This is an optimization exercise on Yosys and OpenROAD, whose aim is small area and a short achievable clock period, not a production implementation.
In this exercise RTL edits were held to simulation tests only and were not proved equivalent to the original.

==> design/flow/run.sh <==
#!/bin/bash
# synth_recipe.tcl (not shown) runs the flow's synth.tcl, then flattens the netlist and writes it again
# the make line also repeats each setting of config.mk as NAME=value (left out here)
make -C /OpenROAD-flow-scripts/flow DESIGN_CONFIG=/design/flow/config.mk WORK_HOME=/design/flow/orfs CLKGATE_MAP_FILE= SYNTH_SCRIPT=/design/flow/synth_recipe.tcl finish
==> design/flow/config.mk <==
export PLATFORM = sky130hd
export DESIGN_NAME = circuit6
export DESIGN_NICKNAME = circuit6
export VERILOG_FILES = /design/flow/design.v
export SDC_FILE = /design/flow/constraint.sdc
export NUM_CORES = 4
export LEC_CHECK = 0
export CAP_MARGIN = 40
export CORE_MARGIN = 2
export CORE_UTILIZATION = 40
export SLEW_MARGIN = 20
==> design/flow/constraint.sdc <==
create_clock -name core_clock -period 350.0 [get_ports {clk}]
set_input_delay 70.0000 -clock core_clock [delete_from_list [all_inputs] [get_ports {clk}]]
set_output_delay 70.0000 -clock core_clock [all_outputs]
set_load 0.01 [all_outputs]
==> design/flow/design.v <==
`timescale 1ns/1ns
module DEC(a,d);
    parameter DATAWIDTH = 32;
    input  [DATAWIDTH-1:0] a;
    output [DATAWIDTH-1:0] d;
    assign d = a - 1'b1;
endmodule
`timescale 1ns/1ns
module INC(a,d);
    parameter DATAWIDTH = 32;
    input  [DATAWIDTH-1:0] a;
    output [DATAWIDTH-1:0] d;
    assign d = a + 1'b1;
endmodule
`timescale 1ns/1ns
module MOD(a, c, zero, eq);
    parameter DATAWIDTH = 32;
    localparam N = DATAWIDTH;
    input  [N-1:0] a;
    input  [N-1:0] c;
    input  [N-1:0] zero;
    output eq;
    genvar i, j;
    wire [N:0]   sc;
    wire [N-1:0] x;
    assign sc[0] = 1'b1;
    generate for (j = 0; j < N; j = j + 1) begin : g_sub
        wire nz = ~zero[j];
        assign x[j]    = a[j] ^ nz ^ sc[j];
        assign sc[j+1] = (a[j] & nz) | (a[j] & sc[j]) | (nz & sc[j]);
    end endgenerate
    wire ge = sc[N];
    wire [N:0] lt;
    assign lt[0] = 1'b0;
    generate for (j = 0; j < N; j = j + 1) begin : g_lt
        assign lt[j+1] = (~zero[j] & c[j]) | (~(zero[j] ^ c[j]) & lt[j]);
    end endgenerate
    wire zlt = lt[N];
    wire [N-1:0] cz;    
    assign cz[0] = ~c[0];
    generate for (j = 1; j < N; j = j + 1) begin : g_cz
        assign cz[j] = cz[j-1] & ~c[j];
    end endgenerate
    wire lowok = ~|((a ^ zero) & cz);
    localparam L = (N > 32) ? 6 : (N > 16) ? 5 : (N > 8) ? 4 : (N > 4) ? 3 : (N > 2) ? 2 : (N > 1) ? 1 : 0;
    wire [N-1:0] v [0:L];
    assign v[L] = c;
    generate for (i = 0; i < L; i = i + 1) begin : g_norm
        localparam integer S = 1 << i;
        wire lowz = ~|v[i+1][S-1:0];
        assign v[i] = lowz ? (v[i+1] >> S) : v[i+1];
    end endgenerate
    wire [N-1:0] m = v[0];
    wire [N-1:0] ho;
    assign ho[N-1] = m[N-1];
    generate for (j = 0; j < N - 1; j = j + 1) begin : g_ho
        assign ho[j] = ho[j+1] | m[j];
    end endgenerate
    wire [N+1:0] r [0:N+1];
    wire [N+1:0] mx = {2'b00, m};
    assign r[0] = {2'b00, x};
    generate for (i = 0; i <= N; i = i + 1) begin : g_step
        localparam integer W = N + 2 - i;
        wire q = r[i][0];
        wire [W-1:0] nm;             
        wire [W:0]   cy;
        wire [W-1:0] s;
        assign cy[1] = 1'b1;
        assign s[0]  = 1'b0;
        for (j = 1; j < W; j = j + 1) begin : g_bit
            assign nm[j]   = ~(q & mx[j]);
            assign s[j]    = r[i][j] ^ nm[j] ^ cy[j];
            assign cy[j+1] = (r[i][j] & nm[j]) | (r[i][j] & cy[j]) | (nm[j] & cy[j]);
        end
        assign r[i+1] = {{(N+2-W+1){1'b0}}, s[W-1:1]};
    end endgenerate
    wire [N+1:0] bad;
    assign bad[0] = 1'b0;
    generate for (j = 1; j <= N; j = j + 1) begin : g_bad
        assign bad[j] = r[j][0] & ho[N-j];
    end endgenerate
    assign bad[N+1] = r[N+1][0];
    wire div = ~|bad;
    assign eq = zlt & ge & lowok & div;
endmodule
`timescale 1ns/1ns
module COMP(a,b,gt,lt,eq);
    parameter DATAWIDTH = 32;
    input [DATAWIDTH-1:0] a;
    input [DATAWIDTH-1:0] b;
    output reg gt,lt,eq;
    always @(a,b) begin
        gt <= 0; lt <= 0; eq <= 0;
        if (b>a) begin
            gt <= 1;
        end
        else if (b<a) begin
            lt <= 1;
        end
        else begin
            eq <= 1;
        end
    end
endmodule
`timescale 1ns/1ns
module MUX2x1(a,b,sel,d);
    parameter DATAWIDTH = 32;
    input [DATAWIDTH-1:0] a;
    input [DATAWIDTH-1:0] b;
    input sel;
    output [DATAWIDTH-1:0] d;
    assign d = sel ? b : a;
endmodule
`timescale 1ns/1ns
module REG(q, d, Clk, Rst);
    parameter   DATAWIDTH = 32;
    input Clk;
    input Rst;
    input [DATAWIDTH-1:0] d;
    output reg [DATAWIDTH-1:0] q;
    always @(posedge Clk) begin
        if (Rst == 1)
            q <= 0;
        else
            q <= d;
    end
endmodule
`timescale 1ns / 1ns
module circuit6(a, b, c, zero, z, clk, rst);
        input  clk, rst;
        input  [63:0] a, b, c, zero;
        output [63:0] z;
        wire   [63:0] e, f, zwire;
        wire   gEQz;
        DEC    #(.DATAWIDTH(64)) DEC_1(a, e);                   
        INC    #(.DATAWIDTH(64)) INC_1(c, f);                   
        MOD    #(.DATAWIDTH(64)) MOD_1(a, c, zero, gEQz);       
        MUX2x1 #(.DATAWIDTH(64)) MUX2x1_1(f, e, gEQz, zwire);   
        REG    #(.DATAWIDTH(64)) REG_1(z, zwire, clk, rst);     
endmodule
==> results of run 1 <==
[critical path: cells and delay by family]
kind	cells	cell delay (ps)
AO/OA/AOI/OAI	8	3390
XOR/XNOR	9	2670
adder cells (fa/ha/maj)	115	51600
buffers and inverters	17	8120
AND/OR/NAND/NOR	17	3460
[layout by cell type, fill, tap and decap left out, types with 21 or more instances in the layout]
| cell | instances |
|---|---|
| sky130_fd_sc_hd__or4_1 | 25 |
| sky130_fd_sc_hd__buf_4 | 149 |
| sky130_fd_sc_hd__fa_1 | 2078 |
| sky130_fd_sc_hd__and2_1 | 22 |
| sky130_fd_sc_hd__nand3_1 | 54 |
| sky130_fd_sc_hd__and3_1 | 21 |
| sky130_fd_sc_hd__ha_1 | 177 |
| sky130_fd_sc_hd__o21a_1 | 30 |
| sky130_fd_sc_hd__nor3_1 | 69 |
| sky130_fd_sc_hd__xnor2_1 | 155 |
| sky130_fd_sc_hd__nand4_1 | 28 |
| sky130_fd_sc_hd__o221ai_1 | 22 |
| sky130_fd_sc_hd__xor2_1 | 48 |
| sky130_fd_sc_hd__dfxtp_1 | 64 |
| sky130_fd_sc_hd__nor4_1 | 42 |
| sky130_fd_sc_hd__inv_1 | 179 |
| sky130_fd_sc_hd__a21oi_1 | 151 |
| sky130_fd_sc_hd__mux2i_1 | 55 |
| sky130_fd_sc_hd__a2111oi_0 | 21 |
| sky130_fd_sc_hd__o211ai_1 | 33 |
| sky130_fd_sc_hd__a211oi_1 | 110 |
| sky130_fd_sc_hd__a21o_1 | 29 |
| sky130_fd_sc_hd__o21ai_0 | 69 |
| sky130_fd_sc_hd__clkdlybuf4s50_1 | 256 |
| sky130_fd_sc_hd__nand2_1 | 147 |
| sky130_fd_sc_hd__nor2_1 | 2229 |
| sky130_fd_sc_hd__nor2b_1 | 34 |
[worst max path at each step]
stage                     start                     end  slack, ps
after floorplan            c[8]   REG_1.q[3]$_SDFF_PP0_     216220
after global routing       c[0]  REG_1.q[41]$_SDFF_PP0_     207530
after CTS                 c[26]  REG_1.q[61]$_SDFF_PP0_     209820
final                     c[26]  REG_1.q[61]$_SDFF_PP0_     210560
after global placement    c[26]  REG_1.q[58]$_SDFF_PP0_     207660
after detailed placement  c[26]  REG_1.q[61]$_SDFF_PP0_     209410
[layout make-up]
class,count,share of cell area (%)
inverters,179,0.9152
flip-flops and latches,64,1.745
multi-input cells,6052,87.48
clock inverters,6,0.1227
repair buffers,438,5.609
well taps,2218,3.780
clock buffers,10,0.3255
diodes,7,0.02386
[logic make-up (layout without fill, tap and decap cells)]
group | after synthesis | after routing | synth area share (%)
AO/OA/AOI/OAI | 678 | 678 | 7.149
XOR/XNOR | 221 | 221 | 3.196
adder cells (fa/ha/maj) | 2272 | 2272 | 64.45
buffers and inverters | 791 | 633 | 4.693
flip-flops | 64 | 64 | 1.876
multiplexers | 109 | 109 | 1.879
other | 0 | 7 | 0
AND/OR/NAND/NOR | 2772 | 2772 | 16.76
[per-stage QoR]
stage          cells  hold WS (ps)
4_1_cts         8958         70330
6_report        8974         70360
2_1_floorplan   6907         70100
3_3_place_gp    8918         70700
5_1_grt         8969         70360
3_5_place_dp    8942         70710
[layer usage]
metal	part of all wire, %	up-vias
li1	-	21570
met1	39	27430
met2	52	1350
met3	5.5	282
met4	3.3	6
met5	0.023	-
==> parameters.txt, run 1 <==
Parameter                              Value

Final layout
  Final std cell area, no fill ... 73420 µm²
  Register name with the most flops ... REG_1.q
  Number of filler cells placed in the layout ... 16490
  Area taken by flip-flops and latches ... 1281 µm²
  Flip-flop count of the largest register, all copies and words added ... 64
  Net count of the finished layout ... 9274
  Registers with the most flip-flops ... REG_1.q x64
  Fraction of layout instances using a drive strength above 1 ... 5.245%
  Layout overhead on the synthesized area ... 7.475%
  Combined area of the multi-input logic cells ... 64220 µm²
  Finished Core Util ... 43.32%

STA
  Summed negative setup slack over all endpoints ... 0 ps
  Count of final hold-check violations ... 0
  Slew Limit Headroom ... 34.42%
  Maximum frequency from static timing analysis ... 0.007172 GHz
  Share of the clock period used by the worst path ... 39.84%
  Setup repair after global routing missed its margin ... false
  Fin crit period ... 139440 ps
  Final Worst Setup Slack ... 210560 ps
  Setup violation total in the final timing report ... 0
  Least-Margin Pin Slew ... 983.7 ps
  Max Transition Viols Final ... 0

Critical path
  Data required time of the critical path ... 350130 ps
  Element type at the critical path end ... flip-flop
  Nature of the critical path startpoint ... primary input
  CP max stage delay ... 860 ps
  Critical path data arrival time ... 139570 ps
  Worst-path fanout max ... 64
  Critical Path Slowest Stage Cell ... sky130_fd_sc_hd__or4_1
  Worst Path Class, Setup ... primary input to flip-flop
  Library cell appearing most often on the critical path ... sky130_fd_sc_hd__fa_1

Global routing
  Met1 usage ... 28.58%
  First-pass GRT wire length ... 314300 µm
  Maximum number of pins on one net before global-route repair ... 65
  Number of global-route vias before repair ... 55940
  GRT met3 Usage ... 2.920%
  Most utilized layer in the global route result ... met2
  Met2 track utilization from global routing ... 42.03%
  Antenna violations before repair ... 9
  Grt total ovfl ... 0
  GR Util All Layers ... 23.15%

Placement
  Cell Area, Placed ... 72910 µm²
  Quantity of I/O buffers inserted on ports ... 257
  Detailed placement HPWL ... 162100 µm
  Pre-CTS setup slack ... 209410 ps
  Routability Congestion ... 0.9435

Die
  Core Rows ... 151
  Floorplan die area ... 174100 µm²
  Initial standard-cell utilization of the core ... 40.31%
  Horiz. Die Dim ... 417.3 µm
  IO Count ... 322
  Core Box Area ... 169500 µm²
  Vertical die dimension ... 417.3 µm

Synthesis
  Library cell with the largest summed area after synthesis ... sky130_fd_sc_hd__fa_1
  Syn avg cell area ... 9.890 µm²
  Dominant synthesized flop cell ... sky130_fd_sc_hd__dfxtp_1
  Yosys warns ... 2
  Share of synthesized flip-flops with an asynchronous set or reset ... 0%
  Syn Std Cell Area ... 68310 µm²
  Most common library cells after synthesis ... sky130_fd_sc_hd__nor2_1 (2230), sky130_fd_sc_hd__fa_1 (2078), sky130_fd_sc_hd__clkbuf_1 (456)
  Post-synthesis register bit count ... 64
  EDFF count, synth ... 0
  Yosys top cell area share ... 60.90%
  Unique masters post-synth ... 104
  Post-Syn Instances ... 6907
  Part of the Yosys area used for sequential elements ... 1.876%
  Most used standard cell by instance count after synthesis ... sky130_fd_sc_hd__nor2_1
  Biggest area contributors in the synthesized netlist ... sky130_fd_sc_hd__fa_1 (61%), sky130_fd_sc_hd__nor2_1 (12%), sky130_fd_sc_hd__ha_1 (3.6%), sky130_fd_sc_hd__clkbuf_1 (2.5%), sky130_fd_sc_hd__xnor2_1 (2.0%)

Drt
  Total number of vias ... 50640
  Residual DRC ... 0
  Via-per-instance ratio ... 5.643
  First drt pass iteration count ... 6
  Drt initial violations ... 3078
  DR WL/cell ... 21.85 µm
  Antenna Nets Post-Route ... 0
  Wire length reported by the detailed router ... 196100 µm

Worst hold path
  Beginning of the worst hold path ... a[0]
  HP Class ... primary input to flip-flop
  Number of cells traversed by the worst hold path ... 2
  Hold EP ... REG_1.q[0]$_SDFF_PP0_

Flow run
  Total of max-cap violations ... 0

Clock network
  CTS Buf Count ... 9
  CTS H-Tree Depth ... 3
  Maximum number of buffers from clock root to sink ... 2
  PostCTS Resize Cnt ... 0
  Cts-stage hold buffer count ... 0
  Library cell used as clock root buffer ... sky130_fd_sc_hd__clkbuf_16
  CTS sink count ... 64
  Buffer count from post-CTS setup fixing ... 0
  CTS tree ... built
  Register clock-pin slew on the reported worst setup and hold paths ... 70 ps

Run status
  Status ... complete, no violations
==> run 2, diff against run 1 <==
--- a/design/flow/design.v
+++ b/design/flow/design.v
@@ -51,35 +51,58 @@
         assign v[i] = lowz ? (v[i+1] >> S) : v[i+1];
     end endgenerate
     wire [N-1:0] m = v[0];
-    wire [N-1:0] ho;
-    assign ho[N-1] = m[N-1];
-    generate for (j = 0; j < N - 1; j = j + 1) begin : g_ho
+    wire [N:0] ho;
+    assign ho[N] = 1'b0;
+    generate for (j = 0; j < N; j = j + 1) begin : g_ho
         assign ho[j] = ho[j+1] | m[j];
     end endgenerate
-    wire [N+1:0] r [0:N+1];
-    wire [N+1:0] mx = {2'b00, m};
+    wire [N-1:0] par;
+    generate for (j = 0; j < N; j = j + 1) begin : g_par
+        if (((j + 1) % 2) == (N % 2)) begin : g_y
+            assign par[j] = ho[j] & ~ho[j+1];
+        end else begin : g_n
+            assign par[j] = 1'b0;
+        end
+    end endgenerate
+    wire P = |par;
+    wire [N+2:0] M1 = {3'b000, m};
+    wire [N+2:0] M2 = {2'b00, m, 1'b0};
+    wire [N+2:0] M3;
+    wire [N+3:0] c3;
+    assign c3[0] = 1'b0;
+    generate for (j = 0; j < N + 3; j = j + 1) begin : g_m3
+        assign M3[j]   = M1[j] ^ M2[j] ^ c3[j];
+        assign c3[j+1] = (M1[j] & M2[j]) | (M1[j] & c3[j]) | (M2[j] & c3[j]);
+    end endgenerate
+    localparam K = (N + 1) / 2;
+    wire [N+1:0] r [0:K];
     assign r[0] = {2'b00, x};
-    generate for (i = 0; i <= N; i = i + 1) begin : g_step
-        localparam integer W = N + 2 - i;
-        wire q = r[i][0];
-        wire [W-1:0] nm;             
+    generate for (i = 0; i < K; i = i + 1) begin : g_step
+        localparam integer W = N + 2 - 2 * i;
+        wire q0 = r[i][0];
+        wire q1 = r[i][1] ^ (r[i][0] & M1[1]);
+        wire s1 = q0 & ~q1;
+        wire s2 = ~q0 & q1;
+        wire s3 = q0 & q1;
+        wire [W-1:0] y;              
         wire [W:0]   cy;
         wire [W-1:0] s;
-        assign cy[1] = 1'b1;
-        assign s[0]  = 1'b0;
-        for (j = 1; j < W; j = j + 1) begin : g_bit
-            assign nm[j]   = ~(q & mx[j]);
-            assign s[j]    = r[i][j] ^ nm[j] ^ cy[j];
-            assign cy[j+1] = (r[i][j] & nm[j]) | (r[i][j] & cy[j]) | (nm[j] & cy[j]);
+        assign cy[2] = 1'b1;
+        for (j = 2; j < W; j = j + 1) begin : g_bit
+            assign y[j]    = ~((s1 & M1[j]) | (s2 & M2[j]) | (s3 & M3[j]));
+            assign s[j]    = r[i][j] ^ y[j] ^ cy[j];
+            assign cy[j+1] = (r[i][j] & y[j]) | (r[i][j] & cy[j]) | (y[j] & cy[j]);
         end
-        assign r[i+1] = {{(N+2-W+1){1'b0}}, s[W-1:1]};
+        assign r[i+1] = {{(N+2-W+2){1'b0}}, s[W-1:2]};
     end endgenerate
-    wire [N+1:0] bad;
-    assign bad[0] = 1'b0;
-    generate for (j = 1; j <= N; j = j + 1) begin : g_bad
-        assign bad[j] = r[j][0] & ho[N-j];
+    wire [2*K+1:0] bad;
+    generate for (i = 0; i <= K; i = i + 1) begin : g_bad
+        wire act = (N - 2 * i < 0) ? 1'b1 : ho[(N - 2 * i < 0) ? 0 : N - 2 * i];
+        wire n0  = (2 * i < N + 1) ? 1'b1 : (2 * i < N + 2) ? P : 1'b0;
+        wire n1  = (2 * i + 1 < N + 1) ? 1'b1 : (2 * i + 1 < N + 2) ? P : 1'b0;
+        assign bad[2*i]   = act & n0 & r[i][0];
+        assign bad[2*i+1] = act & n1 & r[i][1];
     end endgenerate
-    assign bad[N+1] = r[N+1][0];
     wire div = ~|bad;
     assign eq = zlt & ge & lowok & div;
 endmodule
==> run 2 against run 1 <==
Against the previous run:
- still clean
- first-iteration DRC count rose by 110%
- sequential cell count did not move
- synthesized area fell by 13%
- die area fell by 13%
- utilization rose by 0.44 points
- maximum frequency rose by 7.3%
- critical path depth rose by 21
- design area fell by 12%
- routed wire length rose by 22%
- critical endpoint is now REG_1.q[62]$_SDFF_PP0_
- highest routed layer unchanged
==> parameters.txt, run 2 <==
Parameter                              Value

Clock network
  Library cell used as clock root buffer ... sky130_fd_sc_hd__clkbuf_16
  Buffer count from post-CTS setup fixing ... 0
  Maximum number of buffers from clock root to sink ... 2
  CTS tree ... built
  PostCTS Resize Cnt ... 0
  CTS Buf Count ... 9
  CTS H-Tree Depth ... 3
  Register clock-pin slew on the reported worst setup and hold paths ... 70 ps
  Cts-stage hold buffer count ... 0
  CTS sink count ... 64

Final layout
  Flip-flop count of the largest register, all copies and words added ... 64
  Register name with the most flops ... REG_1.q
  Highest-count cells in the layout ignoring fill and taps ... sky130_fd_sc_hd__nor2_1 (1392), sky130_fd_sc_hd__a21oi_1 (1287), sky130_fd_sc_hd__fa_1 (1110)
  Finished Core Util ... 43.76%
  Layout overhead on the synthesized area ... 8.617%
  Net count of the finished layout ... 8945
  Number of cells in the finished layout apart from fillers ... 9343
  Registers with the most flip-flops ... REG_1.q x64
  Leading cell type in the layout, fill and taps excluded ... sky130_fd_sc_hd__nor2_1
  Final std cell area, no fill ... 64700 µm²
  Fraction of layout instances using a drive strength above 1 ... 6.883%

Synthesis
  Yosys top cell area share ... 37.44%
  EDFF count, synth ... 0
  Syn Std Cell Area ... 59560 µm²
  Biggest area contributors in the synthesized netlist ... sky130_fd_sc_hd__fa_1 (37%), sky130_fd_sc_hd__a21oi_1 (11%), sky130_fd_sc_hd__nor2_1 (8.8%), sky130_fd_sc_hd__a211oi_1 (7.8%), sky130_fd_sc_hd__clkbuf_1 (4.5%)
  Post-synthesis register bit count ... 64
  Most common library cells after synthesis ... sky130_fd_sc_hd__nor2_1 (1398), sky130_fd_sc_hd__a21oi_1 (1300), sky130_fd_sc_hd__fa_1 (1114)
  Share of synthesized flip-flops with an asynchronous set or reset ... 0%
  Dominant synthesized flop cell ... sky130_fd_sc_hd__dfxtp_1
  Unique masters post-synth ... 100
  Syn avg cell area ... 7.749 µm²
  Library cell with the largest summed area after synthesis ... sky130_fd_sc_hd__fa_1
  Part of the Yosys area used for sequential elements ... 2.151%
  Post-Syn Instances ... 7687
  Yosys warns ... 2
  Most used standard cell by instance count after synthesis ... sky130_fd_sc_hd__nor2_1

Critical path
  Critical Path Slowest Stage Cell ... sky130_fd_sc_hd__fa_1
  Nature of the critical path startpoint ... primary input
  Data required time of the critical path ... 350230 ps
  CP max stage delay ... 1130 ps
  Beginning of the critical path ... c[4]
  Worst Path Class, Setup ... primary input to flip-flop
  Worst-path fanout max ... 68
  Element type at the critical path end ... flip-flop
  Critical path data arrival time ... 130170 ps
  Library cell appearing most often on the critical path ... sky130_fd_sc_hd__fa_1

Placement
  Detailed placement HPWL ... 192300 µm
  Number of instances in the placed design ... 9313
  Cell Area, Placed ... 64220 µm²
  Pre-CTS setup slack ... 220820 ps
  Quantity of I/O buffers inserted on ports ... 257
  Routability Congestion ... 0.9854

STA
  Min Hold Slack ... 70280 ps
  Fin crit period ... 129940 ps
  Max Transition Viols Final ... 0
  Setup repair after global routing missed its margin ... false
  Slew Limit Headroom ... 33.78%
  Final Worst Setup Slack ... 220060 ps
  Least-Margin Pin Slew ... 982.9 ps
  Share of the clock period used by the worst path ... 37.13%
  Summed negative setup slack over all endpoints ... 0 ps
  Setup violation total in the final timing report ... 0
  Maximum frequency from static timing analysis ... 0.007696 GHz
  Count of final hold-check violations ... 0

Drt
  Routed length on met3 ... 20260 µm
  Via-per-instance ratio ... 6.228
  Drt initial violations ... 6358
  First drt pass iteration count ... 7
  Wire length on met2 ... 110700 µm
  WL met1 ... 98100 µm
  Wire length reported by the detailed router ... 239200 µm
  DR WL/cell ... 25.60 µm
  Antenna Nets Post-Route ... 0
  Total number of vias ... 58190
  Uppermost layer routed ... met5
  Residual DRC ... 0

Worst hold path
  HP Class ... primary input to flip-flop
  Beginning of the worst hold path ... rst

Global routing
  First-pass GRT wire length ... 364500 µm
  GR Util All Layers ... 30.99%
  Grt total ovfl ... 0
  Number of global-route vias before repair ... 57300
  Antenna violations before repair ... 8
  Maximum number of pins on one net before global-route repair ... 83

Die
  Core Box Area ... 147800 µm²
  Horiz. Die Dim ... 389.9 µm
  Initial standard-cell utilization of the core ... 40.29%
  Core Rows ... 141
  IO Count ... 322
  Floorplan die area ... 152000 µm²
  Vertical die dimension ... 389.9 µm

Flow run
  Total of max-cap violations ... 0

Run status
  Status ... complete, no violations
run 2: changes by cell type in the layout (fill, tap and decap cells not counted), sizes merged, moves of 122 or more:
cell    delta
a21oi   +1142
fa       -964
nor2     -837
a211oi   +502
inv      +203
nand2    +149
buf      +122
run 2: area by class of cell:
class | instances | area (µm²)
antenna | 3 | 7.507
clock inverter | 6 | 116.4
timing repair buffer | 564 | 5027
inverter | 388 | 1461
fill | 14930 | 83140
clock buffer | 10 | 239.0
tap | 1930 | 2415
multi-input combinational | 6378 | 54150
sequential | 64 | 1281
run 2: worst max-delay path: cells and delay by family:
kind                     cells  cell delay (ps)
multiplexers                 3             1780
AND/OR/NAND/NOR             40             9370
AO/OA/AOI/OAI               47             7770
XOR/XNOR                    11             2400
buffers and inverters       38            13140
adder cells (fa/ha/maj)     48            25000
run 2: logic make-up (layout without fill, tap and decap cells):
| kind of cell | after synthesis | after routing | synth area share, % |
|---|---|---|---|
| DFF | 64 | 64 | 2.151 |
| buffers and inverters | 1245 | 968 | 8.140 |
| other | 0 | 3 | 0 |
| adders and majority gates | 1282 | 1282 | 40.97 |
| AOI/OAI and AO/OA | 2577 | 2577 | 26.68 |
| xor gates and xnor gates | 222 | 222 | 3.567 |
| muxes | 235 | 235 | 4.090 |
| and+or+nand+nor | 2062 | 2062 | 14.41 |
run 2: final timing paths:
path                     end  slack (ps)  cells after the start
max   REG_1.q[62]$_SDFF_PP0_      220060                    187
min   REG_1.q[39]$_SDFF_PP0_       70280                      3
run 2: per-layer routing:
layer	vias up	GRT usage, %
li1	25910	-
met1	29210	41.12
met2	2608	50.86
met3	460	5.428
met4	6	10.80
met5	-	0
==> run 3, diff against run 2 <==
--- a/design/flow/design.v
+++ b/design/flow/design.v
@@ -89,7 +89,7 @@
         wire [W-1:0] s;
         assign cy[2] = 1'b1;
         for (j = 2; j < W; j = j + 1) begin : g_bit
-            assign y[j]    = ~((s1 & M1[j]) | (s2 & M2[j]) | (s3 & M3[j]));
+            SEL3 u_sel(.s1(s1), .s2(s2), .s3(s3), .a(M1[j]), .b(M2[j]), .c(M3[j]), .y(y[j]));
             assign s[j]    = r[i][j] ^ y[j] ^ cy[j];
             assign cy[j+1] = (r[i][j] & y[j]) | (r[i][j] & cy[j]) | (y[j] & cy[j]);
         end
@@ -105,6 +105,11 @@
     end endgenerate
     wire div = ~|bad;
     assign eq = zlt & ge & lowok & div;
+endmodule
+module SEL3(s1, s2, s3, a, b, c, y);
+    input  s1, s2, s3, a, b, c;
+    output y;
+    assign y = ~((s1 & a) | (s2 & b) | (s3 & c));
 endmodule
 `timescale 1ns/1ns
 module COMP(a,b,gt,lt,eq);
--- a/design/flow/config.mk
+++ b/design/flow/config.mk
@@ -9,3 +9,5 @@
 export CORE_MARGIN = 2
 export CORE_UTILIZATION = 40
 export SLEW_MARGIN = 20
+export SYNTH_HIERARCHICAL = 1
+export SYNTH_MINIMUM_KEEP_SIZE = 0
==> run 3 against run 2 <==
Against the previous run:
- still clean on timing, DRC and antenna
- final cell count shrank 28%
- sequential cell count is the same
- highest routed layer unchanged
==> parameters.txt, run 3 <==
Parameter                              Value

Die
  Core Rows ... 131
  Floorplan die area ... 131000 µm²
  Vertical die dimension ... 361.9 µm
  Core Box Area ... 127400 µm²
  Horiz. Die Dim ... 361.9 µm
  IO Count ... 322
  Initial standard-cell utilization of the core ... 40.24%

STA
  Maximum frequency from static timing analysis ... 0.007215 GHz
  Fin crit period ... 138600 ps
  Setup repair after global routing missed its margin ... false
  Count of final hold-check violations ... 0
  Final Worst Setup Slack ... 211400 ps
  Slew Limit Headroom ... 32.54%
  Least-Margin Pin Slew ... 1012 ps
  Max Transition Viols Final ... 0
  Share of the clock period used by the worst path ... 39.60%
  Summed negative setup slack over all endpoints ... 0 ps
  Setup violation total in the final timing report ... 0

Final layout
  Registers with the most flip-flops ... REG_1.q x64
  Finished Core Util ... 45.64%
  Fraction of layout instances using a drive strength above 1 ... 11.77%
  Net count of the finished layout ... 6613
  Number of filler cells placed in the layout ... 12040
  Flip-flop count of the largest register, all copies and words added ... 64
  Layout overhead on the synthesized area ... 13.43%
  Leading cell type in the layout, fill and taps excluded ... sky130_fd_sc_hd__fa_1
  Highest-count cells in the layout ignoring fill and taps ... sky130_fd_sc_hd__fa_1 (1114), sky130_fd_sc_hd__a222oi_1 (1056), sky130_fd_sc_hd__inv_1 (307)
  Register name with the most flops ... REG_1.q

Clock network
  Register clock-pin slew on the reported worst setup and hold paths ... 70 ps
  Buffer count from post-CTS setup fixing ... 0
  Cts-stage hold buffer count ... 0
  Library cell used as clock root buffer ... sky130_fd_sc_hd__clkbuf_16
  CTS sink count ... 64
  CTS H-Tree Depth ... 3
  PostCTS Resize Cnt ... 0
  CTS Buf Count ... 9
  CTS tree ... built
  Maximum number of buffers from clock root to sink ... 2

Drt
  Wire length reported by the detailed router ... 213100 µm
  Drt initial violations ... 10420
  Antenna Nets Post-Route ... 0
  Via-per-instance ratio ... 7.431
  Total number of vias ... 50110
  DR WL/cell ... 31.61 µm
  Residual DRC ... 0
  First drt pass iteration count ... 20

Placement
  Pre-CTS setup slack ... 211510 ps
  Detailed placement HPWL ... 162200 µm
  Routability Congestion ... 0.9616
  Quantity of I/O buffers inserted on ports ... 257

Critical path
  Critical path data arrival time ... 138840 ps
  Element type at the critical path end ... flip-flop
  Library cell appearing most often on the critical path ... sky130_fd_sc_hd__inv_1
  Critical Path Slowest Stage Cell ... sky130_fd_sc_hd__fa_1
  Nature of the critical path startpoint ... primary input
  Worst Path Class, Setup ... primary input to flip-flop
  Worst-path fanout max ... 62
  CP max stage delay ... 720 ps
  Data required time of the critical path ... 350240 ps

Synthesis
  Post-synthesis register bit count ... 64
  Most used standard cell by instance count after synthesis ... sky130_fd_sc_hd__fa_1
  Unique masters post-synth ... 113
  Yosys warns ... 8
  Library cell with the largest summed area after synthesis ... sky130_fd_sc_hd__fa_1
  Syn avg cell area ... 10.92 µm²
  Post-Syn Instances ... 4692
  Share of synthesized flip-flops with an asynchronous set or reset ... 0%
  Biggest area contributors in the synthesized netlist ... sky130_fd_sc_hd__fa_1 (44%), sky130_fd_sc_hd__a222oi_1 (21%), sky130_fd_sc_hd__ha_1 (4.1%), sky130_fd_sc_hd__xnor2_1 (2.5%), sky130_fd_sc_hd__dfxtp_1 (2.5%)
  Most common library cells after synthesis ... sky130_fd_sc_hd__fa_1 (1114), sky130_fd_sc_hd__a222oi_1 (1056), sky130_fd_sc_hd__inv_1 (310)
  EDFF count, synth ... 0
  Syn Std Cell Area ... 51240 µm²
  Yosys top cell area share ... 43.52%
  Dominant synthesized flop cell ... sky130_fd_sc_hd__dfxtp_1
  Part of the Yosys area used for sequential elements ... 2.500%

Global routing
  Antenna violations before repair ... 10
  First-pass GRT wire length ... 324300 µm
  Maximum number of pins on one net before global-route repair ... 67
  GR Util All Layers ... 31.60%
  Number of global-route vias before repair ... 50520
  Grt total ovfl ... 0

Flow run
  Total of max-cap violations ... 0

Run status
  Status ... complete, no violations

Worst hold path
  HP Class ... primary input to flip-flop
[run 3: worst paths after layout]
| check | start | to | slack [ps] | depth (start not counted) |
|---|---|---|---|---|
| worst max-delay path | c[12] | REG_1.q[61]$_SDFF_PP0_ | 211400 | 266 |
| worst min-delay path | rst | REG_1.q[44]$_SDFF_PP0_ | 70030 | 2 |
[run 3: critical path, delay by kind of cell]
kind | cells | cell delay (ps)
mux | 1 | 390
fa+ha+maj | 64 | 21820
xor+xnor | 31 | 7180
compound gates | 39 | 10140
simple gates | 42 | 14850
buf+inv | 89 | 14190
[run 3: kinds of logic after synthesis]
kind of cell / count (synthesis) / synth area share (%)
compound gates: 1656 / 28.84
fa+ha+maj: 1281 / 47.60
simple gates: 871 / 9.830
buf+inv: 459 / 4.095
xor+xnor: 219 / 3.743
mux: 141 / 3.382
flops: 64 / 2.500
other cells: 1 / 0.007318
[run 3: routing by layer]
metal  global-route usage (%)  up-vias  share of wire [%]
li1                         -    20400                  -
met1                    41.06    26010                 38
met2                    52.08     3241                 47
met3                    4.735      453                9.6
met4                    14.26        8                5.2
met5                        0        -              0.024
[run 3: metrics by stage]
step                      std cells  hold WS, ps  instance area [µm²]
final                          6743        70030                58130
after global routing           6741        70050                58120
after CTS                      6734        70020                58040
after detailed placement       6718        70410                57740
after global placement         6687        70400                57240
after floorplan                4694        70230                51250
[run 3: final cells by class]
class	count	area, µm²	share of cell area [%]
diodes	2	5.005	0.008610
clock inverters	5	56.30	0.09687
well taps	1662	2079	3.578
clock buffers	11	242.7	0.4176
flip-flops and latches	64	1281	2.204
repair buffers	518	4796	8.251
multi-input cells	4171	48500	83.44
inverters	310	1164	2.002
==> run 4, diff against run 3 <==
--- a/design/flow/design.v
+++ b/design/flow/design.v
@@ -78,20 +78,21 @@
     wire [N+1:0] r [0:K];
     assign r[0] = {2'b00, x};
     generate for (i = 0; i < K; i = i + 1) begin : g_step
-        localparam integer W = N + 2 - 2 * i;
-        wire q0 = r[i][0];
-        wire q1 = r[i][1] ^ (r[i][0] & M1[1]);
-        wire s1 = q0 & ~q1;
-        wire s2 = ~q0 & q1;
-        wire s3 = q0 & q1;
-        wire [W-1:0] y;              
+        localparam integer W  = N + 2 - 2 * i;
+        localparam integer NB = (W - 2 < 4) ? W - 2 : 4;    
+        wire [W-1:0] s;
         wire [W:0]   cy;
-        wire [W-1:0] s;
-        assign cy[2] = 1'b1;
-        for (j = 2; j < W; j = j + 1) begin : g_bit
-            SEL3 u_sel(.s1(s1), .s2(s2), .s3(s3), .a(M1[j]), .b(M2[j]), .c(M3[j]), .y(y[j]));
-            assign s[j]    = r[i][j] ^ y[j] ^ cy[j];
-            assign cy[j+1] = (r[i][j] & y[j]) | (r[i][j] & cy[j]) | (y[j] & cy[j]);
+        wire s1, s2, s3;
+        assign s[1:0] = 2'b00;
+        ROWLO #(.NB(NB)) u_lo(.r(r[i][NB+1:0]), .m1(M1[1]),
+            .a(M1[NB+1:2]), .b(M2[NB+1:2]), .c(M3[NB+1:2]),
+            .d(s[NB+1:2]), .co(cy[NB+2]));
+        ROWSEL u_sel(.r0(r[i][0]), .r1(r[i][1]), .m1(M1[1]), .s1(s1), .s2(s2), .s3(s3));
+        for (j = NB + 2; j < W; j = j + 1) begin : g_bit
+            wire y;                  
+            SEL3 u_y(.s1(s1), .s2(s2), .s3(s3), .a(M1[j]), .b(M2[j]), .c(M3[j]), .y(y));
+            assign s[j]    = r[i][j] ^ y ^ cy[j];
+            assign cy[j+1] = (r[i][j] & y) | (r[i][j] & cy[j]) | (y & cy[j]);
         end
         assign r[i+1] = {{(N+2-W+2){1'b0}}, s[W-1:2]};
     end endgenerate
@@ -110,6 +111,37 @@
     input  s1, s2, s3, a, b, c;
     output y;
     assign y = ~((s1 & a) | (s2 & b) | (s3 & c));
+endmodule
+module ROWSEL(r0, r1, m1, s1, s2, s3);
+    input  r0, r1, m1;
+    output s1, s2, s3;
+    wire q0 = r0;
+    wire q1 = r1 ^ (r0 & m1);
+    assign s1 = q0 & ~q1;
+    assign s2 = ~q0 & q1;
+    assign s3 = q0 & q1;
+endmodule
+module ROWLO(r, m1, a, b, c, d, co);
+    parameter NB = 4;
+    input  [NB+1:0] r;
+    input  m1;
+    input  [NB+1:2] a, b, c;     
+    output [NB+1:2] d;
+    output co;
+    genvar j;
+    wire q0 = r[0];
+    wire q1 = r[1] ^ (r[0] & m1);
+    wire s1 = q0 & ~q1;
+    wire s2 = ~q0 & q1;
+    wire s3 = q0 & q1;
+    wire [NB+2:2] cy;
+    assign cy[2] = 1'b1;         
+    generate for (j = 2; j < NB + 2; j = j + 1) begin : g_bit
+        wire y = ~((s1 & a[j]) | (s2 & b[j]) | (s3 & c[j]));
+        assign d[j]    = r[j] ^ y ^ cy[j];
+        assign cy[j+1] = (r[j] & y) | (r[j] & cy[j]) | (y & cy[j]);
+    end endgenerate
+    assign co = cy[NB+2];
 endmodule
 `timescale 1ns/1ns
 module COMP(a,b,gt,lt,eq);
==> run 4 against run 3 <==
Against the previous run:
- via count increased by 1.6%
- routed wire length about the same
- worst setup slack improved by 9800 ps
- non-clock buffer count decreased by 11
- maximum frequency increased by 7.6%
- critical endpoint is now REG_1.q[54]$_SDFF_PP0_
- largest cell class unchanged
==> parameters.txt, run 4 <==
Parameter                              Value

Run status
  Status ... complete, no violations

Clock network
  CTS tree ... built
  CTS H-Tree Depth ... 3
  Register clock-pin slew on the reported worst setup and hold paths ... 60 ps
  PostCTS Resize Cnt ... 0
  CTS sink count ... 64
  Library cell used as clock root buffer ... sky130_fd_sc_hd__clkbuf_16
  Cts-stage hold buffer count ... 0
  Buffer count from post-CTS setup fixing ... 0
  CTS Buf Count ... 9
  Maximum number of buffers from clock root to sink ... 2

Global routing
  Maximum number of pins on one net before global-route repair ... 61
  GR Util All Layers ... 30.78%
  Number of global-route vias before repair ... 51830
  Grt total ovfl ... 0
  First-pass GRT wire length ... 327400 µm
  Antenna violations before repair ... 6

Final layout
  Highest-count cells in the layout ignoring fill and taps ... sky130_fd_sc_hd__fa_1 (1116), sky130_fd_sc_hd__a222oi_1 (930), sky130_fd_sc_hd__inv_1 (532)
  Fraction of layout instances using a drive strength above 1 ... 11.69%
  Number of cells in the finished layout apart from fillers ... 7212
  Leading cell type in the layout, fill and taps excluded ... sky130_fd_sc_hd__fa_1
  Area taken by flip-flops and latches ... 1281 µm²
  Register name with the most flops ... REG_1.q
  Net count of the finished layout ... 6992
  Number of filler cells placed in the layout ... 12680
  Combined area of the multi-input logic cells ... 49670 µm²
  Layout overhead on the synthesized area ... 13.13%
  Registers with the most flip-flops ... REG_1.q x64
  Flip-flop count of the largest register, all copies and words added ... 64

Die
  Vertical die dimension ... 368.7 µm
  Floorplan die area ... 136000 µm²
  Core Rows ... 133
  Core Box Area ... 131800 µm²
  Horiz. Die Dim ... 368.7 µm
  Initial standard-cell utilization of the core ... 40.37%
  IO Count ... 322

Synthesis
  Syn avg cell area ... 10.49 µm²
  Post-Syn Instances ... 5074
  Syn Std Cell Area ... 53210 µm²
  Yosys warns ... 8

STA
  Least-Margin Pin Slew ... 970.0 ps
  Maximum frequency from static timing analysis ... 0.007764 GHz
  Share of the clock period used by the worst path ... 36.80%
  Max Transition Viols Final ... 0
  Slew Limit Headroom ... 34.94%
  Count of final hold-check violations ... 0
  Setup violation total in the final timing report ... 0
  Fin crit period ... 128810 ps
  Setup repair after global routing missed its margin ... false
  Summed negative setup slack over all endpoints ... 0 ps

Critical path
  Element type at the critical path end ... flip-flop
  Nature of the critical path startpoint ... primary input
  Critical Path Slowest Stage Cell ... sky130_fd_sc_hd__or4_4
  CP max stage delay ... 960 ps
  Worst Path Class, Setup ... primary input to flip-flop
  Library cell appearing most often on the critical path ... sky130_fd_sc_hd__mux2i_1
  Worst-path fanout max ... 45
  Data required time of the critical path ... 350260 ps
  Critical path data arrival time ... 129070 ps

Drt
  DR WL/cell ... 29.55 µm
  Residual DRC ... 0
  First drt pass iteration count ... 15
  Antenna Nets Post-Route ... 0
  Wire length reported by the detailed router ... 213100 µm
  Via-per-instance ratio ... 7.059
  Total number of vias ... 50910
  Drt initial violations ... 10670

Flow run
  Total of max-cap violations ... 0

Worst hold path
  HP Class ... primary input to flip-flop

Placement
  Number of instances in the placed design ... 7184
  Routability Congestion ... 0.9766
  Detailed placement HPWL ... 158000 µm
  Quantity of I/O buffers inserted on ports ... 257
==> run 4: changes by cell type in the layout (fill, tap and decap cells not counted), sizes merged, moves of 30 or more <==
cell and change:
o31ai -36, o21a +32, nand3 +75, inv +225
nor2b +56, a22oi +30, nor2 -50, nand2 +117
xor2 +32, a222oi -126, mux2i +112, mux2 +42
o211ai +63
==> run 4: area by class of cell <==
type | count | share of cell area (%)
Inverter | 535 | 3.344
Tap cell | 1755 | 3.648
Clock buffer | 10 | 0.3970
Clock inverter | 6 | 0.1912
Antenna cell | 1 | 0.004157
Multi-Input combinational cell | 4334 | 82.51
Sequential cell | 64 | 2.128
Timing Repair Buffer | 507 | 7.774
==> run 4: final timing paths <==
path,cells after the start,startpoint,slack (ps),endpoint
min,2,rst,70080,REG_1.q[31]$_SDFF_PP0_
max,207,c[10],221190,REG_1.q[54]$_SDFF_PP0_
==> run 4: metal layers <==
layer	routed length, µm	vias to the layer above	track usage (%)
li1	-	20890	-
met1	80220	26150	40.16
met2	102300	3381	51.30
met3	21610	484	4.887
met4	8909	6	11.70
met5	46	-	0
==> run 4: metrics by stage <==
step                utilization, %  hold WS, ps  instance area (µm²)  setup WS, ps
floorplan                        -        70230                53220        221960
global placement             45.00        70680                59310        222000
detailed placement           45.33        70490                59740        221240
CTS                          45.60        70080                60100        221570
global route                 45.67        70110                60200        217570
finish                       45.67        70080                60200        221190
==> run 4: critical path: cells and delay by family <==
| family | cells | cell delay, ps |
|---|---|---|
| adder cells (fa/ha/maj) | 61 | 27460 |
| AND/OR/NAND/NOR | 4 | 2160 |
| AO/OA/AOI/OAI | 12 | 3950 |
| buffers and inverters | 38 | 4590 |
| multiplexers | 56 | 9480 |
| XOR/XNOR | 36 | 11160 |
==> run 5, diff against run 4 <==
--- a/design/flow/design.v
+++ b/design/flow/design.v
@@ -79,7 +79,7 @@
     assign r[0] = {2'b00, x};
     generate for (i = 0; i < K; i = i + 1) begin : g_step
         localparam integer W  = N + 2 - 2 * i;
-        localparam integer NB = (W - 2 < 4) ? W - 2 : 4;    
+        localparam integer NB = (W - 2 < 2) ? W - 2 : 2;    
         wire [W-1:0] s;
         wire [W:0]   cy;
         wire s1, s2, s3;
@@ -192,9 +192,24 @@
         output [63:0] z;
         wire   [63:0] e, f, zwire;
         wire   gEQz;
-        DEC    #(.DATAWIDTH(64)) DEC_1(a, e);                   
-        INC    #(.DATAWIDTH(64)) INC_1(c, f);                   
         MOD    #(.DATAWIDTH(64)) MOD_1(a, c, zero, gEQz);       
-        MUX2x1 #(.DATAWIDTH(64)) MUX2x1_1(f, e, gEQz, zwire);   
-        REG    #(.DATAWIDTH(64)) REG_1(z, zwire, clk, rst);     
-endmodule
+        wire   [64:0] az, c1;
+        assign az[0] = 1'b1;
+        assign c1[0] = 1'b1;
+        genvar j;
+        generate for (j = 0; j < 64; j = j + 1) begin : g_incdec
+            assign az[j+1] = az[j] & ~a[j];
+            assign c1[j+1] = c1[j] & c[j];
+        end endgenerate
+        assign e = a ^ az[63:0];
+        assign f = c ^ c1[63:0];
+        assign zwire = gEQz ? e : f;                            
+        reg    [63:0] z_q;                                      
+        always @(posedge clk) begin
+            if (rst == 1)
+                z_q <= 0;
+            else
+                z_q <= zwire;
+        end
+        assign z = z_q;
+endmodule
==> run 5 against run 4 <==
Against the previous run:
- still clean on timing, DRC and antenna
- critical path depth is 10 higher
- design area shrank 4.2%
- die area down 4.4%
- routed wire length is 5.9% lower
==> parameters.txt, run 5 <==
Parameter                              Value

Synthesis
  Post-Syn Instances ... 4747
  Yosys warns ... 8
  Syn avg cell area ... 10.71 µm²
  Syn Std Cell Area ... 50820 µm²

Drt
  Wire length reported by the detailed router ... 200600 µm
  Via-per-instance ratio ... 7.194
  Residual DRC ... 0
  Drt initial violations ... 9990
  Antenna Nets Post-Route ... 0
  First drt pass iteration count ... 22
  DR WL/cell ... 29.59 µm
  Total number of vias ... 48770

Clock network
  CTS tree ... built
  PostCTS Resize Cnt ... 0
  Library cell used as clock root buffer ... sky130_fd_sc_hd__clkbuf_16
  Register clock-pin slew on the reported worst setup and hold paths ... 60 ps
  Buffer count from post-CTS setup fixing ... 0
  Cts-stage hold buffer count ... 0
  Maximum number of buffers from clock root to sink ... 2
  CTS sink count ... 64
  CTS Buf Count ... 9
  CTS H-Tree Depth ... 3

Die
  Vertical die dimension ... 360.4 µm
  IO Count ... 322
  Initial standard-cell utilization of the core ... 40.37%
  Core Box Area ... 125900 µm²
  Core Rows ... 130
  Horiz. Die Dim ... 360.4 µm
  Floorplan die area ... 129900 µm²

Final layout
  Net count of the finished layout ... 6785
  Combined area of the multi-input logic cells ... 47750 µm²
  Layout overhead on the synthesized area ... 13.51%
  Flip-flop count of the largest register, all copies and words added ... 64
  Finished Core Util ... 45.82%
  Number of filler cells placed in the layout ... 12000
  Fraction of layout instances using a drive strength above 1 ... 7.956%
  Area taken by flip-flops and latches ... 1281 µm²
  Highest-count cells in the layout ignoring fill and taps ... sky130_fd_sc_hd__fa_1 (1115), sky130_fd_sc_hd__a222oi_1 (995), sky130_fd_sc_hd__inv_1 (467)
  Number of cells in the finished layout apart from fillers ... 6779
  Register name with the most flops ... z_q
  Final std cell area, no fill ... 57680 µm²
  Leading cell type in the layout, fill and taps excluded ... sky130_fd_sc_hd__fa_1
  Registers with the most flip-flops ... z_q x64

Critical path
  Worst-path fanout max ... 90
  Element type at the critical path end ... flip-flop
  Critical path data arrival time ... 128440 ps
  Data required time of the critical path ... 350260 ps
  Nature of the critical path startpoint ... primary input
  Worst Path Class, Setup ... primary input to flip-flop
  Beginning of the critical path ... c[42]
  CP max stage delay ... 840 ps
  Critical Path Slowest Stage Cell ... sky130_fd_sc_hd__nor4_1
  Library cell appearing most often on the critical path ... sky130_fd_sc_hd__mux2i_1

STA
  Slew Limit Headroom ... 31.51%
  Setup repair after global routing missed its margin ... false
  Min Hold Slack ... 70290 ps
  Summed negative setup slack over all endpoints ... 0 ps
  Max Transition Viols Final ... 0
  Least-Margin Pin Slew ... 1027 ps
  Share of the clock period used by the worst path ... 36.62%
  Fin crit period ... 128180 ps
  Maximum frequency from static timing analysis ... 0.007802 GHz
  Setup violation total in the final timing report ... 0
  Count of final hold-check violations ... 0
  Final Worst Setup Slack ... 221820 ps

Worst hold path
  Beginning of the worst hold path ... rst
  HP Class ... primary input to flip-flop

Global routing
  Maximum number of pins on one net before global-route repair ... 91
  Grt total ovfl ... 0
  First-pass GRT wire length ... 312600 µm
  GR Util All Layers ... 30.36%
  Antenna violations before repair ... 3
  Number of global-route vias before repair ... 49670

Placement
  Quantity of I/O buffers inserted on ports ... 257
  Cell Area, Placed ... 57260 µm²
  Detailed placement HPWL ... 153900 µm
  Routability Congestion ... 0.9773
  Pre-CTS setup slack ... 221740 ps
  Number of instances in the placed design ... 6753

Run status
  Status ... complete, no violations

Flow run
  Total of max-cap violations ... 0
## run 5: cell count changes in the layout (fill, tap and decap cells not counted), sizes merged, moves of 66 or more
cell | before | now
ha | 167 | 289
inv | 535 | 469
mux2 | 119 | 25
nand2 | 296 | 190
nand2b | 13 | 105
nand3 | 151 | 34
nor2b | 164 | 71
## run 5: worst max-delay path: cells and delay by family
| family | cells | cell delay (ps) |
|---|---|---|
| xor+xnor | 36 | 10230 |
| fa+ha+maj | 63 | 21350 |
| mux | 60 | 9950 |
| simple gates | 7 | 3110 |
| buf+inv | 42 | 10490 |
| compound gates | 9 | 3080 |
## run 5: path summary, 6_finish.rpt
path	depth (start not counted)	to	slack, ps
hold / removal	3	z_q[1]$_SDFF_PP0_	70290
setup / recovery	217	z_q[56]$_SDFF_PP0_	221820
## run 5: per-layer routing
| layer | GRT usage, % | part of all wire (%) |
|---|---|---|
| met3 | 5.403 | 9.6 |
| met5 | 0 | 0.011 |
| met1 | 39.44 | 39 |
| met2 | 49.60 | 47 |
| met4 | 13.35 | 5.0 |
## run 5: final cells by class
class	count	area share, %
Inverter	469	3.052
Antenna cell	1	0.004338
Multi-Input combinational cell	4089	82.78
Timing Repair Buffer	490	7.835
Clock inverter	6	0.1171
Clock buffer	10	0.4143
Sequential cell	64	2.221
Tap cell	1650	3.579
==> run 6, diff against run 5 <==
==> design/flow/flow/run.sh (new file) <==
#!/bin/bash
# Layout flow: the standard synthesis and layout (standard.sh) with one
# change in how the layout is made: every input and output port still gets its
# own buffer, but a plain buf_1 (BUFFER_PORTS_ARGS) instead of the delay buffer
# that buffer_ports picks by default. The clock and constraints are the standard flow's.
set -euo pipefail
PORTS="BUFFER_PORTS_ARGS=-buffer_cell sky130_fd_sc_hd__buf_1"
bash standard.sh synth > synth.log 2>&1
bash standard.sh "$PORTS" finish > layout.log 2>&1
==> design/flow/standard.sh (new file) <==
#!/bin/bash
# synth_recipe.tcl (not shown) runs the flow's synth.tcl, then flattens the netlist and writes it again
# the make line also repeats each setting of config.mk as NAME=value (left out here)
make -C /OpenROAD-flow-scripts/flow DESIGN_CONFIG=/design/flow/config.mk WORK_HOME=/design/flow/orfs CLKGATE_MAP_FILE= SYNTH_SCRIPT=/design/flow/synth_recipe.tcl "${@:-finish}"
removed: design/flow/run.sh
==> run 6 against run 5 <==
Against the previous run:
- still clean on timing, DRC and antenna
- maximum frequency increased by 0.80%
- worst setup slack improved by 1000 ps
- sequential cell count unchanged
- hold slack got worse by 370 ps
- synthesized cell count unchanged
- synthesized area unchanged
- final cell count increased by 0.27%
- first-iteration DRC count decreased by 0.85%
- critical endpoint is now z_q[35]$_SDFF_PP0_
- largest cell class unchanged
- highest routed layer unchanged
==> parameters.txt, run 6 <==
Parameter                              Value

Run status
  Status ... complete, no violations

Critical path
  Library cell appearing most often on the critical path ... sky130_fd_sc_hd__mux2i_1
  Worst-path fanout max ... 90
  Data required time of the critical path ... 350250 ps
  Critical path data arrival time ... 127410 ps
  Worst Path Class, Setup ... primary input to flip-flop
  Element type at the critical path end ... flip-flop
  CP max stage delay ... 670 ps
  Critical Path Slowest Stage Cell ... sky130_fd_sc_hd__nand4_1
  Nature of the critical path startpoint ... primary input

Drt
  Wire length on met2 ... 95890 µm
  Uppermost layer routed ... met5
  WL met1 ... 76710 µm
  Drt initial violations ... 9905
  Routed length on met3 ... 19720 µm
  DR WL/cell ... 29.57 µm
  Via-per-instance ratio ... 7.195
  Total number of vias ... 48910
  Antenna Nets Post-Route ... 0
  Wire length reported by the detailed router ... 201000 µm
  First drt pass iteration count ... 14
  Residual DRC ... 0

Die
  Horiz. Die Dim ... 360.4 µm
  Floorplan die area ... 129900 µm²
  IO Count ... 322
  Core Box Area ... 125900 µm²
  Core Rows ... 130
  Initial standard-cell utilization of the core ... 40.37%
  Vertical die dimension ... 360.4 µm

Final layout
  Number of cells in the finished layout apart from fillers ... 6797
  Registers with the most flip-flops ... z_q x64
  Highest-count cells in the layout ignoring fill and taps ... sky130_fd_sc_hd__fa_1 (1115), sky130_fd_sc_hd__a222oi_1 (995), sky130_fd_sc_hd__inv_1 (467)
  Flip-flop count of the largest register, all copies and words added ... 64
  Number of antenna diodes ... 0
  Register name with the most flops ... z_q
  Number of filler cells placed in the layout ... 12190
  Net count of the finished layout ... 6804
  Layout overhead on the synthesized area ... 10.71%
  Leading cell type in the layout, fill and taps excluded ... sky130_fd_sc_hd__fa_1
  Fraction of layout instances using a drive strength above 1 ... 8.316%

Flow run
  Total of max-cap violations ... 0

STA
  Fin crit period ... 127160 ps
  Slew Limit Headroom ... 29.33%
  Setup repair after global routing missed its margin ... false
  Share of the clock period used by the worst path ... 36.33%
  Maximum frequency from static timing analysis ... 0.007864 GHz
  Max Transition Viols Final ... 0
  Summed negative setup slack over all endpoints ... 0 ps
  Setup violation total in the final timing report ... 0
  Count of final hold-check violations ... 0
  Least-Margin Pin Slew ... 1060 ps

Placement
  Number of instances in the placed design ... 6769
  Quantity of I/O buffers inserted on ports ... 257
  Detailed placement HPWL ... 154200 µm
  Routability Congestion ... 0.9614

Clock network
  CTS Buf Count ... 9
  Cts-stage hold buffer count ... 0
  CTS tree ... built
  Library cell used as clock root buffer ... sky130_fd_sc_hd__clkbuf_16
  CTS H-Tree Depth ... 3
  Register clock-pin slew on the reported worst setup and hold paths ... 60 ps
  PostCTS Resize Cnt ... 0
  Maximum number of buffers from clock root to sink ... 2
  Buffer count from post-CTS setup fixing ... 0
  CTS sink count ... 64

Worst hold path
  HP Class ... primary input to flip-flop

Synthesis
  Syn Std Cell Area ... 50820 µm²
  Syn avg cell area ... 10.71 µm²
  Post-Syn Instances ... 4747
  Yosys warns ... 8

Global routing
  First-pass GRT wire length ... 311100 µm
  Number of global-route vias before repair ... 49130
  Antenna violations before repair ... 5
  Maximum number of pins on one net before global-route repair ... 91
  Grt total ovfl ... 0
  GR Util All Layers ... 30.27%
-- run 6: per-stage QoR --
step / setup slack (ps) / instance area (µm²) / hold WS (ps) / utilization [%]
5_1_grt: 219170 / 56260 / 69930 / 44.69
6_report: 222840 / 56260 / 69920 / 44.69
2_1_floorplan: 213010 / 50830 / 70100 / -
3_3_place_gp: 221920 / 55350 / 70290 / 43.96
3_5_place_dp: 222570 / 55820 / 70280 / 44.34
4_1_cts: 222760 / 56150 / 69900 / 44.60
-- run 6: layout make-up --
type / count / area, µm² / area share [%]
multi-input cells: 4089 / 47750 / 84.87
repair buffers: 509 / 3082 / 5.477
well taps: 1650 / 2064 / 3.669
inverters: 469 / 1760 / 3.129
flip-flops and latches: 64 / 1281 / 2.277
clock buffers: 12 / 246.5 / 0.4381
clock inverters: 4 / 77.57 / 0.1379
-- run 6: worst paths after layout --
check	startpoint	end	slack (ps)	depth (start not counted)
worst max-delay path	c[3]	z_q[35]$_SDFF_PP0_	222840	219
worst min-delay path	a[0]	z_q[0]$_SDFF_PP0_	69920	2
-- run 6: per-layer routing --
metal | track usage, % | vias to the layer above
li1 | - | 20260
met5 | 0 | -
met2 | 51.05 | 2996
met1 | 39.05 | 25280
met4 | 11.28 | 6
met3 | 4.932 | 365
-- run 6: critical path, delay by kind of cell --
kind | cells | cell delay [ps]
mux | 60 | 10000
buf+inv | 44 | 10610
simple gates | 7 | 2910
compound gates | 9 | 2430
fa+ha+maj | 63 | 21370
xor+xnor | 36 | 9790
==> run 7, diff against run 6 <==
==> design/flow/flow/run.sh (replaced) <==
#!/bin/bash
# Layout flow: the standard synthesis and layout (standard.sh) with two
# changes in how the layout is made:
#  - every input and output port still gets its own buffer, but a plain
#    buf_1 (BUFFER_PORTS_ARGS) instead of the delay buffer buffer_ports picks;
#  - the timing repair after clock tree synthesis aims at a setup slack above
#    zero (SETUP_SLACK_MARGIN), so that it upsizes the long combinational path.
# Routing and the rest run as standard; the clock and constraints are the standard flow's.
set -euo pipefail
PORTS="BUFFER_PORTS_ARGS=-buffer_cell sky130_fd_sc_hd__buf_1"
bash standard.sh synth > synth.log 2>&1
bash standard.sh "$PORTS" SETUP_SLACK_MARGIN=228 cts > cts.log 2>&1
bash standard.sh "$PORTS" finish > finish.log 2>&1
==> run 7 against run 6 <==
Against the previous run:
- global-route usage up 0.56 points
- final cell count grew 0.47%
- sequential share of layout area barely moved
- routed wire length rose by 1.7%
- critical path depth shrank 9
- synthesized cell count did not move
- hold slack got worse by 2.2 ps
- synthesized area unchanged
- critical endpoint is now z_q[22]$_SDFF_PP0_
- largest cell class unchanged
==> parameters.txt, run 7 <==
Parameter                              Value

STA
  Summed negative setup slack over all endpoints ... 0 ps
  Final Worst Setup Slack ... 227750 ps
  Min Hold Slack ... 69920 ps
  Count of final hold-check violations ... 0
  Share of the clock period used by the worst path ... 34.93%
  Setup violation total in the final timing report ... 0
  Max Transition Viols Final ... 0
  Setup repair after global routing missed its margin ... false
  Slew Limit Headroom ... 32.53%
  Least-Margin Pin Slew ... 999.0 ps
  Fin crit period ... 122250 ps
  Maximum frequency from static timing analysis ... 0.008180 GHz

Clock network
  Register clock-pin slew on the reported worst setup and hold paths ... 60 ps
  CTS sink count ... 64
  Library cell used as clock root buffer ... sky130_fd_sc_hd__clkbuf_16
  CTS tree ... built
  CTS H-Tree Depth ... 3
  Maximum number of buffers from clock root to sink ... 2
  CTS Buf Count ... 9
  Cts-stage hold buffer count ... 0

Global routing
  Grt total ovfl ... 0
  GR Util All Layers ... 30.83%
  Number of global-route vias before repair ... 49840
  Antenna violations before repair ... 2
  First-pass GRT wire length ... 315900 µm
  Maximum number of pins on one net before global-route repair ... 66

Placement
  Routability Congestion ... 0.9994
  Pre-CTS setup slack ... 222290 ps
  Number of instances in the placed design ... 6772
  Detailed placement HPWL ... 154400 µm
  Cell Area, Placed ... 55770 µm²
  Quantity of I/O buffers inserted on ports ... 257

Final layout
  Highest-count cells in the layout ignoring fill and taps ... sky130_fd_sc_hd__fa_1 (1092), sky130_fd_sc_hd__a222oi_1 (995), sky130_fd_sc_hd__inv_1 (458)
  Register name with the most flops ... z_q
  Final std cell area, no fill ... 57130 µm²
  Number of cells in the finished layout apart from fillers ... 6829
  Fraction of layout instances using a drive strength above 1 ... 10.37%
  Leading cell type in the layout, fill and taps excluded ... sky130_fd_sc_hd__fa_1
  Registers with the most flip-flops ... z_q x64
  Net count of the finished layout ... 6833
  Layout overhead on the synthesized area ... 12.41%
  Flip-flop count of the largest register, all copies and words added ... 64
  Finished Core Util ... 45.38%

Critical path
  Nature of the critical path startpoint ... primary input
  Library cell appearing most often on the critical path ... sky130_fd_sc_hd__mux2i_1
  Critical path data arrival time ... 122460 ps
  Worst Path Class, Setup ... primary input to flip-flop
  CP max stage delay ... 680 ps
  Worst-path fanout max ... 44
  Critical Path Slowest Stage Cell ... sky130_fd_sc_hd__nor2_1
  Data required time of the critical path ... 350210 ps
  Element type at the critical path end ... flip-flop

Die
  Horiz. Die Dim ... 360.4 µm
  Vertical die dimension ... 360.4 µm
  Initial standard-cell utilization of the core ... 40.37%
  Core Box Area ... 125900 µm²
  Core Rows ... 130
  IO Count ... 322
  Floorplan die area ... 129900 µm²

Drt
  Residual DRC ... 0
  First drt pass iteration count ... 20
  DR WL/cell ... 29.95 µm
  Antenna Nets Post-Route ... 0
  Wire length reported by the detailed router ... 204500 µm
  Drt initial violations ... 10080
  Total number of vias ... 49150
  Via-per-instance ratio ... 7.198

Synthesis
  Post-Syn Instances ... 4747
  Syn Std Cell Area ... 50820 µm²
  Syn avg cell area ... 10.71 µm²
  Yosys warns ... 8

Worst hold path
  HP Class ... primary input to flip-flop

Flow run
  Total of max-cap violations ... 0

Run status
  Status ... complete, no violations
-- run 7: critical path: cells and delay by family --
kind	cells	cell delay, ps
simple gates	10	3660
mux	59	9520
xor+xnor	30	7500
fa+ha+maj	62	20980
buf+inv	40	7600
compound gates	9	3020
-- run 7: layout make-up --
class / instances / area, µm²
clock buffers: 10 / 239.0
multi-input cells: 4090 / 48230
flip-flops and latches: 64 / 1281
repair buffers: 537 / 3507
clock inverters: 6 / 42.54
fillers: 12240 / 68770
diodes: 3 / 7.507
inverters: 469 / 1760
well taps: 1650 / 2064
-- run 7: worst paths after layout --
| check | start | to | slack, ps | depth (start not counted) |
|---|---|---|---|---|
| hold / removal | a[0] | z_q[0]$_SDFF_PP0_ | 69920 | 2 |
| setup / recovery | c[7] | z_q[22]$_SDFF_PP0_ | 227750 | 210 |
-- run 7: timing repair --
| item | in CTS | in global routing |
|---|---|---|
| endpoints found under the setup margin | 64 | 0 |
| resized for setup | 148 | 0 |
| buffers inserted | 27 | 0 |
-- run 7: layer usage --
layer	GRT usage, %	routed length [µm]	vias up	share of wire (%)
met3	5.007	19870	362	9.7
li1	-	-	20320	-
met2	50.96	96770	2964	47
met4	13.09	9331	2	4.6
met5	0	10	-	0.0049
met1	40.05	78550	25510	38

separate check: timing with driven ports:
How much do the figures lean on ideal ports? The routed layouts below were timed once more, with nothing changed but the port constraints.
Step 1 (the two cells are an assumption about what drives the block):
set clk [get_ports {clk}]
set_driving_cell -lib_cell sky130_fd_sc_hd__clkbuf_16 $clk
set_driving_cell -lib_cell sky130_fd_sc_hd__buf_2 [delete_from_list [all_inputs] $clk]
Step 2 also shifts input and output timing later by t, the mid clock arrival at the registers, as if the neighbouring blocks saw the same clock.
a / b / c = no drivers / after step 1 / after step 2; a / b = the first two.
run	t (ns)	setup slack, ns	worst setup path after step 2
run 1	0.414	210.562 / 210.592 / 210.177	input to register
run 2	0.409	220.062 / 220.090 / 219.681	input to register
run 3	0.417	211.398 / 211.419 / 211.001	input to register
run 4	0.441	221.194 / 221.232 / 220.791	input to register
run 5	0.414	221.822 / 221.824 / 221.409	input to register
run 6	0.410	222.844 / 222.844 / 222.434	input to register
run 7	0.412	227.752 / 227.762 / 227.349	input to register
After both steps setup and hold are still met in every run listed. The setup slack of run 5, which loses most, moves by +0.002 ns with the drivers and by -0.413 ns with both steps.
